This is an optimization exercise on Yosys and OpenROAD, whose aim is small area and a short achievable clock period, not a production implementation.
No functional check of the RTL was part of any run shown here.
Power figures rest on the tool's default switching activity, not on a simulated workload.

## run.sh

```bash
#!/bin/bash
# synth_recipe.tcl (not shown) runs the flow's synth.tcl, then flattens the netlist and writes it again
# the make line also repeats each setting of config.mk as NAME=value (left out here)
make -C /OpenROAD-flow-scripts/flow DESIGN_CONFIG=/design/flow/config.mk WORK_HOME=/design/flow/orfs CLKGATE_MAP_FILE= SYNTH_SCRIPT=/design/flow/synth_recipe.tcl finish
```

## config.mk

```make
export PLATFORM = sky130hd
export DESIGN_NAME = maxpool_new
export DESIGN_NICKNAME = maxpool_new
export VERILOG_FILES = /design/flow/design.v
export SDC_FILE = /design/flow/constraint.sdc
export NUM_CORES = 4
export LEC_CHECK = 0
export CAP_MARGIN = 20
export CORE_MARGIN = 2
export CORE_UTILIZATION = 40
export SLEW_MARGIN = 20
export SYNTH_HIERARCHICAL = 1
```

## constraint.sdc

```tcl
create_clock -name core_clock -period 25.0 [get_ports {clk}]
set_input_delay 5.0000 -clock core_clock [delete_from_list [all_inputs] [get_ports {clk}]]
set_output_delay 5.0000 -clock core_clock [all_outputs]
set_load 0.01 [all_outputs]
```

## design.v

```verilog
module maxpool_new(
	input [4:0] stride,
	input  maxpool_enable,
	output reg [18:0] address1 , write_address,
	output reg maxpool_done, patch_end,
	input clk ,
	input reset,
	input [9:0]  w1 ,h1,
	input [4:0] w2,h2,
	output [9:0] width, height
    );
reg [9:0] w1r;
reg [4:0] w2m1, h2m1, sr;
reg [4:0]  hi, vi;       
reg [9:0]  Hn;           
reg [18:0] R;            
reg [18:0] N;            
reg [9:0]  Vrem;         
reg [9:0]  qw;           
reg [4:0]  rw;           
reg        wvalid;       
reg [9:0]  qh;           
reg [4:0]  rh;           
assign width  = wvalid ? qw : 10'd0;
assign height = maxpool_done ? qh : 10'd0;
wire [18:0] a_d, wa_d, R_d, N_d;
wire [4:0]  hi_d, vi_d, rw_d, rh_d;
wire [9:0]  Hn_d, Vrem_d, qw_d, qh_d;
wire        done_d, pe_d, wv_d;
wire        ce_run, ce_pe, ce_vi, ce_pend, ce_w, ce_row, ce_ncap;
maxpool_next nx (
	.reset(reset), .en(maxpool_enable), .stride(stride), .h1(h1),
	.w1r(w1r), .w2m1(w2m1), .h2m1(h2m1), .sr(sr),
	.address1(address1), .write_address(write_address), .maxpool_done(maxpool_done),
	.hi(hi), .vi(vi), .Hn(Hn), .R(R), .N(N), .Vrem(Vrem),
	.qw(qw), .rw(rw), .wvalid(wvalid), .qh(qh), .rh(rh),
	.a_d(a_d), .wa_d(wa_d), .R_d(R_d), .N_d(N_d),
	.hi_d(hi_d), .vi_d(vi_d), .rw_d(rw_d), .rh_d(rh_d),
	.Hn_d(Hn_d), .Vrem_d(Vrem_d), .qw_d(qw_d), .qh_d(qh_d),
	.done_d(done_d), .pe_d(pe_d), .wv_d(wv_d),
	.ce_run(ce_run), .ce_pe(ce_pe), .ce_vi(ce_vi), .ce_pend(ce_pend),
	.ce_w(ce_w), .ce_row(ce_row), .ce_ncap(ce_ncap)
);
always @(posedge clk) begin
	w1r  <= w1;
	w2m1 <= w2 - 5'd1;
	h2m1 <= h2 - 5'd1;
	sr   <= stride;
end
always @(posedge clk) begin
	if (ce_run) begin
		address1 <= a_d;
		hi <= hi_d;
		maxpool_done <= done_d;
	end
	if (ce_pe) patch_end <= pe_d;
	if (ce_vi) vi <= vi_d;
	if (ce_pend) begin
		write_address <= wa_d;
		Hn <= Hn_d;
	end
	if (ce_w) begin
		qw <= qw_d;
		rw <= rw_d;
	end
	if (ce_row) begin
		R <= R_d;
		Vrem <= Vrem_d;
		qh <= qh_d;
		rh <= rh_d;
		wvalid <= wv_d;
	end
	if (ce_ncap) N <= N_d;
end
endmodule
module maxpool_next(
	input        reset, en,
	input [4:0]  stride,
	input [9:0]  h1,
	input [9:0]  w1r,
	input [4:0]  w2m1, h2m1, sr,
	input [18:0] address1, write_address,
	input        maxpool_done,
	input [4:0]  hi, vi,
	input [9:0]  Hn,
	input [18:0] R, N,
	input [9:0]  Vrem,
	input [9:0]  qw,
	input [4:0]  rw,
	input        wvalid,
	input [9:0]  qh,
	input [4:0]  rh,
	output [18:0] a_d, wa_d, R_d, N_d,
	output [4:0]  hi_d, vi_d, rw_d, rh_d,
	output [9:0]  Hn_d, Vrem_d, qw_d, qh_d,
	output        done_d, pe_d, wv_d,
	output        ce_run, ce_pe, ce_vi, ce_pend, ce_w, ce_row, ce_ncap
);
wire [9:0]  D1      = w1r - {5'd0, w2m1};          
wire        wrap    = (hi == w2m1);
wire        vlast   = (vi == h2m1);
wire        pend    = wrap & vlast;
wire        lastwin = (Hn >= D1);                  
wire        rowend  = pend & lastwin;
wire [4:0]  vi1     = vi + 5'd1;
wire        firstw  = (Hn == {5'd0, sr});          
wire [18:0] a_step  = address1 + (wrap ? {9'd0, D1} : 19'd1);
wire [18:0] r_sum   = R + {9'd0, Hn};
wire        ncap    = wrap & (vi1 == sr) & firstw;
wire run = en & ~maxpool_done;
assign ce_run  = reset | run;
assign ce_pe   = reset | en;
assign ce_vi   = reset | run & wrap;
assign ce_pend = reset | run & pend;
assign ce_w    = reset | run & pend & ~wvalid;
assign ce_row  = reset | run & rowend;
assign ce_ncap = run & ncap;
wire [18:0] Rn  = ncap ? a_step : N;
wire [18:0] a_n = rowend ? Rn : pend ? r_sum : a_step;
wire [5:0]  rw_t  = {1'b0, rw} + {1'b0, sr};
wire        rw_ge = (rw_t > {1'b0, w2m1});
wire [5:0]  rh_t  = {1'b0, rh} + {1'b0, sr};
wire        rh_ge = (rh_t > {1'b0, h2m1});
wire done_n = rowend ? (Vrem == {5'd0, sr})
                     : (wrap & ~vlast & firstw & ({5'd0, vi1} == Vrem));
assign N_d    = a_step;
assign a_d    = reset ? 19'd0 : a_n;
assign R_d    = reset ? 19'd0 : Rn;
assign wa_d   = reset ? 19'd0 : write_address + 19'd1;
assign hi_d   = reset ? 5'd0 : wrap ? 5'd0 : hi + 5'd1;
assign vi_d   = reset ? 5'd0 : vlast ? 5'd0 : vi1;
assign Hn_d   = reset ? {5'd0, stride} : lastwin ? {5'd0, sr} : Hn + {5'd0, sr};
assign Vrem_d = reset ? h1 : Vrem - {5'd0, sr};
assign rw_d   = reset ? 5'd0 : rw_ge ? rw_t[4:0] - w2m1 - 5'd1 : rw_t[4:0];
assign qw_d   = reset ? 10'd0 : qw + {9'd0, rw_ge};
assign rh_d   = reset ? 5'd0 : rh_ge ? rh_t[4:0] - h2m1 - 5'd1 : rh_t[4:0];
assign qh_d   = reset ? 10'd0 : qh + {9'd0, rh_ge};
assign done_d = ~reset & done_n;
assign pe_d   = ~reset & ~maxpool_done & pend;
assign wv_d   = ~reset;
endmodule
```

==> results.yml, run 1 <==
clock_tree:
  path_clk_slew_ns: 0.07
  postCtsHoldBufs: 0
  postCtsSetupRepairBufs: 0
  cts_root_buf: "clkbuf_16"
  cts_max_path_buffers: 2
  cts_tree: "yes"
  numCtsBuffers: 17
  clock-sinks: 164
  cts-resized-gates: 0
  htree_num_levels: 4
  insertion_delay_ns: 0.44
yosys:
  syn_area_sq_um: 10380
  ys.flop_type: "edfxtp_1"
  synth_cell_types: 74
  ys_ff_latch: 164
  synth_area_leaders: "edfxtp_1 40%, ha_1 9.2%, xor2_1 5.0%"
  ys_warn_count: 7
  seq_area_frac_synth_pct: 45.03
  syn_area_per_cell_sq_um: 10.21
  synthTopCellsByCount: "139 x edfxtp_1, 97 x nor2_1, 86 x nand2_1"
  synth-edff-count: 139
  syn_inst: 1017
  netlist.area_leader.share_pct: 40.21
  syn-num-nets: 1140
  synthArstFlopShare_pct: 0
  yosysMostFrequentCell: "edfxtp_1"
  yosys.area.top_type: "edfxtp_1"
worst_setup_path:
  cp.required_ns: 25.07
  crit_path_frequent_cell: "buf_4"
  slowest_stage: "buf_4"
  cp-start-kind: "primary input"
  max_stage_delay_ns: 0.72
  crit_chain: "buf_4 -> buf_4 -> a21oi_1 -> a21oi_1 -> nand2_1 -> nor2b_4 -> buf_4"
  end_kind: "register"
  path_max_fanout: 73
  criticalPathCategory: "in2reg"
  cp.arrival_ns: 7.67
placed_design:
  place_ws_ns: 16.93
  place_inst: 1420
  io_buffers: 97
  hpwl_mm: 17.77
  gp_congestion: 0.8244
route:
  postRouteAntennaNets: 0
  dr.pass1.iters: 5
  route.detailed.drc: 0
  via_per_inst: 5.316
  drt-total-wl_mm: 24.74
  num_vias: 7719
  drtIter0Drc: 608
  routedWlPerCell_um: 17.04
die:
  io_pins: 98
  initial_core_util_pct: 40.99
  core_area_sq_um: 25330
  rows: 58
  die_h_um: 165.1
  die_x_um: 165.1
  dieArea_sq_um: 27260
timing:
  relSlewSlack_pct: 24.33
  timing.fmax_ghz: 0.1316
  tightest_slew_ns: 1.135
  min_period_over_period_pct: 30.40
  fin_ws_ns: 17.40
  finalSetupViolCount: 0
  rsz0062_at_grt: "false"
  clock_skew_ns: 0.01270
  period_minus_slack_ns: 7.599
  fin_tns_setup_ns: 0
  finalHoldViolations: 0
  holdWs_ns: 0.6033
  maxSlewViolCount: 0
grt:
  grt_max_degree: 74
  grt_pass1_wl_mm: 39.78
  busiest_layer: "met2"
  antenna_found_initial: 0
  grtUsageTotal_pct: 18.83
  overflow: 0
  grtUsageMet3_pct: 2.647
  grtUsageMet2_pct: 32.03
  gr-usage-met1_pct: 25.10
  grt_pass1_vias: 7631
run:
  maxCapViolCount: 0
power:
  power_per_cell_area_nw_per_um2: 62.52
  leakagePower_nw: 4.725
  ir_drop_uv: 35.64
  power_w: 0.0007643
finish:
  fin_nets: 1232
  drive_gt1_share_pct: 5.793
  area_delta_synth_final_pct: 17.75
  layout.cells.non_filler: 1452
  n_antenna_cell: 0
status:
  status: "complete, no violations"
hold_path:
  hold_class: "reg2reg"
[worst max-delay path: cells and delay by family]
| family | cells | cell delay, ns |
|---|---|---|
| buffers and inverters | 3 | 1.59 |
| and+or+nand+nor | 2 | 0.38 |
| AOI/OAI and AO/OA | 2 | 0.60 |
[per-module statistics from Yosys (local to each module, per instance)]
module        times used  cell area [sq um]
maxpool_new            1               4945
maxpool_next           1               5436
[routing by layer]
layer  up-vias  share of wire, %
met5         -                 0
met4         0               1.6
met3        30               4.1
met2       194                48
met1      3679                47
li1       3816                 -
[cells by family (layout without fill, tap and decap cells)]
group           count (synthesis)  after routing  synth area share [%]
simple gates                  344            344                 16.34
buf+inv                        96            201                 3.724
xor+xnor                      121            121                 10.50
flops                         164            164                 45.03
fa+ha+maj                      85             85                 10.90
mux                            12             12                 1.181
compound gates                195            195                 12.33
[final timing paths]
check | depth (start not counted) | slack, ns | start | end
setup reg to reg | 17 | 20.61 | w2m1[1]$_DFF_P_ | address1[10]$_DFFE_PP_
hold / removal | 2 | 0.60 | N[1]$_DFFE_PP_ | R[1]$_DFFE_PP_
hold reg to reg | 2 | 0.60 | N[1]$_DFFE_PP_ | R[1]$_DFFE_PP_
setup / recovery | 7 | 17.40 | reset | Vrem[5]$_DFFE_PP_
[metrics by stage]
stage	cell area, sq um	util (%)
2_1_floorplan	10380	-
3_3_place_gp	11680	46.10
3_5_place_dp	11680	46.10
4_1_cts	12220	48.27
5_1_grt	12220	48.27
6_report	12220	48.27
[registers in the layout, indices dropped and copies added (netlist names), 10 cells and up]
register and flops:
qh 10, Vrem 10, R 19, N 19, w1r 10, Hn 10
address1 19, qw 10, write_address 19
[layout by cell type (no fill, tap or decap), types with 5 or more instances in the layout]
| cell | netlist | final |
|---|---|---|
| nand4_1 | 8 | 8 |
| nor3_1 | 18 | 18 |
| nor2b_1 | 18 | 17 |
| a21oi_1 | 65 | 64 |
| a21o_1 | 14 | 14 |
| clkbuf_16 | 0 | 17 |
| fa_1 | 9 | 9 |
| and3_1 | 18 | 18 |
| a211oi_1 | 9 | 9 |
| nand3_1 | 37 | 37 |
| o22ai_1 | 8 | 8 |
| clkdlybuf4s50_1 | 0 | 96 |
| nand2_1 | 86 | 86 |
| nor2_1 | 97 | 97 |
| ha_1 | 76 | 76 |
| and2_1 | 22 | 22 |
| inv_6 | 0 | 5 |
| dfxtp_1 | 25 | 25 |
| inv_1 | 66 | 65 |
| or3_1 | 8 | 8 |
| xnor2_1 | 58 | 58 |
| o21a_1 | 9 | 9 |
| buf_4 | 1 | 6 |
| xor2_1 | 59 | 59 |
| edfxtp_1 | 139 | 139 |
| o21ai_0 | 38 | 38 |
| clkinv_4 | 0 | 5 |
| mux2i_1 | 10 | 10 |
[where the power goes]
part           leakage (nW)  switching (W)  internal (W)  total, W
Sequential             1.55      0.0000177      0.000320  0.000338
Combinational          2.91      0.0000957     0.0000818  0.000177
Clock                 0.272       0.000119      0.000130  0.000249
Total                  4.73       0.000232      0.000532  0.000764
[cell type report]
| class | count | area (sq um) |
|---|---|---|
| Fill cell | 2375 | 13100 |
| Multi-Input combinational cell | 757 | 5331 |
| Sequential cell | 164 | 4674 |
| Timing Repair Buffer | 102 | 1006 |
| Clock buffer | 17 | 425.4 |
| Tap cell | 330 | 412.9 |
| Inverter | 67 | 251.5 |
| Clock inverter | 15 | 122.6 |
==> run 2, diff against run 1 <==
--- a/config.mk
+++ b/config.mk
@@ -5,8 +5,8 @@
 export SDC_FILE = /design/flow/constraint.sdc
 export NUM_CORES = 4
 export LEC_CHECK = 0
-export CAP_MARGIN = 20
+export CAP_MARGIN = 50
 export CORE_MARGIN = 2
 export CORE_UTILIZATION = 40
-export SLEW_MARGIN = 20
+export SLEW_MARGIN = 70
 export SYNTH_HIERARCHICAL = 1
==> run 2 against run 1 <==
Net effect:
- sequential power is essentially flat
- largest power group unchanged
- still clean
- clock skew rose by 0.0026 ns
- cell area is 1.4% higher
- largest cell class unchanged
- non-clock buffer count up 3
- flip-flop and latch count is the same
- first-iteration DRC count down 3.5%
==> results.yml, run 2 <==
clock_tree:
  numCtsBuffers: 17
  clock-sinks: 164
  cts-resized-gates: 0
  path_clk_slew_ns: 0.06
  insertion_delay_ns: 0.43
  postCtsHoldBufs: 0
  postCtsSetupRepairBufs: 0
  cts_tree: "yes"
  cts_root_buf: "clkbuf_16"
  htree_num_levels: 4
  cts_max_path_buffers: 2
grt:
  antenna_found_initial: 0
  grtUsageTotal_pct: 19.08
  grt_pass1_vias: 7626
  grt_pass1_wl_mm: 40.19
  overflow: 0
  grt_max_degree: 46
yosys:
  seq_area_frac_synth_pct: 45.03
  synth_area_leaders: "edfxtp_1 40%, ha_1 9.2%, xor2_1 5.0%"
  syn_area_sq_um: 10380
  synth_cell_types: 74
  syn-num-nets: 1140
  netlist.area_leader.share_pct: 40.21
  synthTopCellsByCount: "139 x edfxtp_1, 97 x nor2_1, 86 x nand2_1"
  yosysMostFrequentCell: "edfxtp_1"
  ys.flop_type: "edfxtp_1"
  ys_warn_count: 7
  yosys.area.top_type: "edfxtp_1"
  syn_area_per_cell_sq_um: 10.21
  syn_inst: 1017
  ys_ff_latch: 164
  synthArstFlopShare_pct: 0
  synth-edff-count: 139
power:
  ir_drop_uv: 33.06
  power_per_cell_area_nw_per_um2: 62.63
  comb_power_share_pct: 23.2
  power_switching_w: 0.0002332
  sw_frac_of_total_pct: 30.03
  pwr-share-seq_pct: 43.5
  leakagePower_nw: 4.778
  internal-power_w: 0.0005434
  p_clk_share_pct: 33.3
worst_setup_path:
  end_kind: "register"
  cp-start-kind: "primary input"
  cp.required_ns: 25.09
  path_max_fanout: 45
  max_stage_delay_ns: 0.41
  slowest_stage: "a21oi_2"
  path_delay_family: "buffers and inverters"
  cp.arrival_ns: 6.84
  criticalPathCategory: "in2reg"
  path_buf_inv: 3
  crit_chain: "buf_6 -> clkinv_2 -> a21oi_2 -> nand2_1 -> nor2b_4 -> buf_8"
  rrSetupSlack_ns: 20.59
route:
  routedWlPerCell_um: 17.08
  postRouteAntennaNets: 0
  route.detailed.drc: 0
  dr.pass1.iters: 5
  drtIter0Drc: 587
  num_vias: 7702
  via_per_inst: 5.293
  drt-total-wl_mm: 24.85
timing:
  finalHoldViolations: 0
  rsz0062_at_grt: "false"
  period_minus_slack_ns: 6.754
  timing.fmax_ghz: 0.1481
  holdWs_ns: 0.6072
  finalSetupViolCount: 0
  maxSlewViolCount: 0
  clock_skew_ns: 0.01533
  relSlewSlack_pct: 71.92
  fin_tns_setup_ns: 0
  min_period_over_period_pct: 27.01
  tightest_slew_ns: 0.4211
die:
  dieArea_sq_um: 27260
  initial_core_util_pct: 40.99
  core_area_sq_um: 25330
  die_h_um: 165.1
  rows: 58
  die_x_um: 165.1
  io_pins: 98
placed_design:
  place_inst: 1422
  gp_congestion: 0.8244
  io_buffers: 97
  hpwl_mm: 18.00
status:
  status: "complete, no violations"
finish:
  mostFrequentLayoutCells: "139 x edfxtp_1, 96 x clkdlybuf4s50_1, 94 x nor2_1, 85 x nand2_1, 76 x ha_1"
  n_antenna_cell: 0
  mostFrequentLayoutCell: "edfxtp_1"
  area_delta_synth_final_pct: 19.44
  drive_gt1_share_pct: 7.556
  fin_nets: 1235
  layout.cells.non_filler: 1455
hold_path:
  hold_class: "reg2reg"
run:
  maxCapViolCount: 0
[run 2: worst register-to-register path: stages (launching register included)]
cell and delay (ns):
dfxtp_1 0.35, inv_1 0.13, ha_1 0.28, nor2b_1 0.12
o21ai_0 0.24, a21boi_0 0.14, o21ai_0 0.30, nor2b_1 0.20
xnor2_1 0.18, nor2_1 0.11, ha_1 0.40, nand3_1 0.16
o31ai_2 0.45, a2111oi_4 0.13, clkdlybuf4s15_2 0.26, nor3_1 0.20
xor2_1 0.30, o221ai_1 0.18, a21oi_1 0.16
[run 2: path summary, 6_finish.rpt]
path                       endpoint  cells after the start       startpoint
max                 R[18]$_DFFE_PP_                      6            reset
min                  R[1]$_DFFE_PP_                      2   N[1]$_DFFE_PP_
max reg2reg  address1[15]$_DFFE_PP_                     18  w2m1[1]$_DFF_P_
min reg2reg          R[1]$_DFFE_PP_                      2   N[1]$_DFFE_PP_
[run 2: layout make-up]
cell class              count  area (sq um)
clock buffers              17         425.4
clock inverters            15         147.6
fillers                  2360         12930
inverters                  67         255.2
multi-input cells         757          5415
flip-flops and latches    164          4676
well taps                 330         412.9
repair buffers            105          1067
[run 2: metal layers]
layer	vias up	GRT usage (%)	wire length [um]
li1	3830	-	-
met1	3665	25.59	11560
met2	191	32.69	11940
met3	16	3.072	1146
met4	0	3.874	194
met5	-	0	0
[run 2: cells by family (layout without fill, tap and decap cells)]
family          Yosys count  in the layout  synth area share, %
simple gates            344            344                16.34
mux                      12             12                1.181
xor+xnor                121            121                10.50
compound gates          195            195                12.33
buf+inv                  96            204                3.724
fa+ha+maj                85             85                10.90
flops                   164            164                45.03
[run 2: metrics by stage]
| stage | power, W | instance area [sq um] | worst slack [ns] | util [%] |
|---|---|---|---|---|
| after floorplan | 0.0004653 | 10380 | 16.81 | - |
| after global placement | 0.0005186 | 11680 | 16.71 | 46.10 |
| after detailed placement | 0.0005234 | 11790 | 17.63 | 46.56 |
| after CTS | 0.0007815 | 12370 | 18.09 | 48.82 |
| after global routing | 0.0008168 | 12400 | 18.10 | 48.96 |
| final | 0.0007766 | 12400 | 18.25 | 48.96 |
[run 2: power groups by stage]
stage	clock network (W)	registers [W]	logic, W
CTS	0.000262	0.000338	0.000181
global route	0.000274	0.000340	0.000203
finish	0.000259	0.000338	0.000180
global placement	0	0.000344	0.000175
detailed placement	0	0.000344	0.000180
floorplan	0	0.000340	0.000125
[run 2: Yosys stat by module (local to each module, per instance)]
| module | cells inside | times used | cell area, sq um |
|---|---|---|---|
| maxpool_next | 815 | 1 | 5436 |
| maxpool_new | 202 | 1 | 4945 |

==> separate check: timing with driven ports <==
How much do the figures lean on ideal ports? The routed layouts below were timed once more, with nothing changed but the port constraints. Step 1: set_driving_cell puts a clkbuf_16 on clk and a buf_2 on each other input, an assumption about the parent block. Step 2 times the ports against the registers' clock, not the clock port: input delays grow and output delays shrink by t, the midpoint of the rising clock arrivals with the driver on. Slacks: ideal ports / drivers / drivers and shift; pairs: ideal ports / drivers.
run	t (ns)	setup WS [ns]	clock arrival spread, ns	slew at the worst register clock pin (ns)
run 1	0.475	17.401 / 17.420 / 16.945	0.013 / 0.013	0.07 / 0.07
run 2	0.474	18.246 / 18.237 / 17.783	0.015 / 0.015	0.07 / 0.07
After both steps setup and hold are still met in every run listed. For run 2, which loses most, drivers alone change the setup slack by -0.009 ns; drivers and shift together by -0.463 ns.
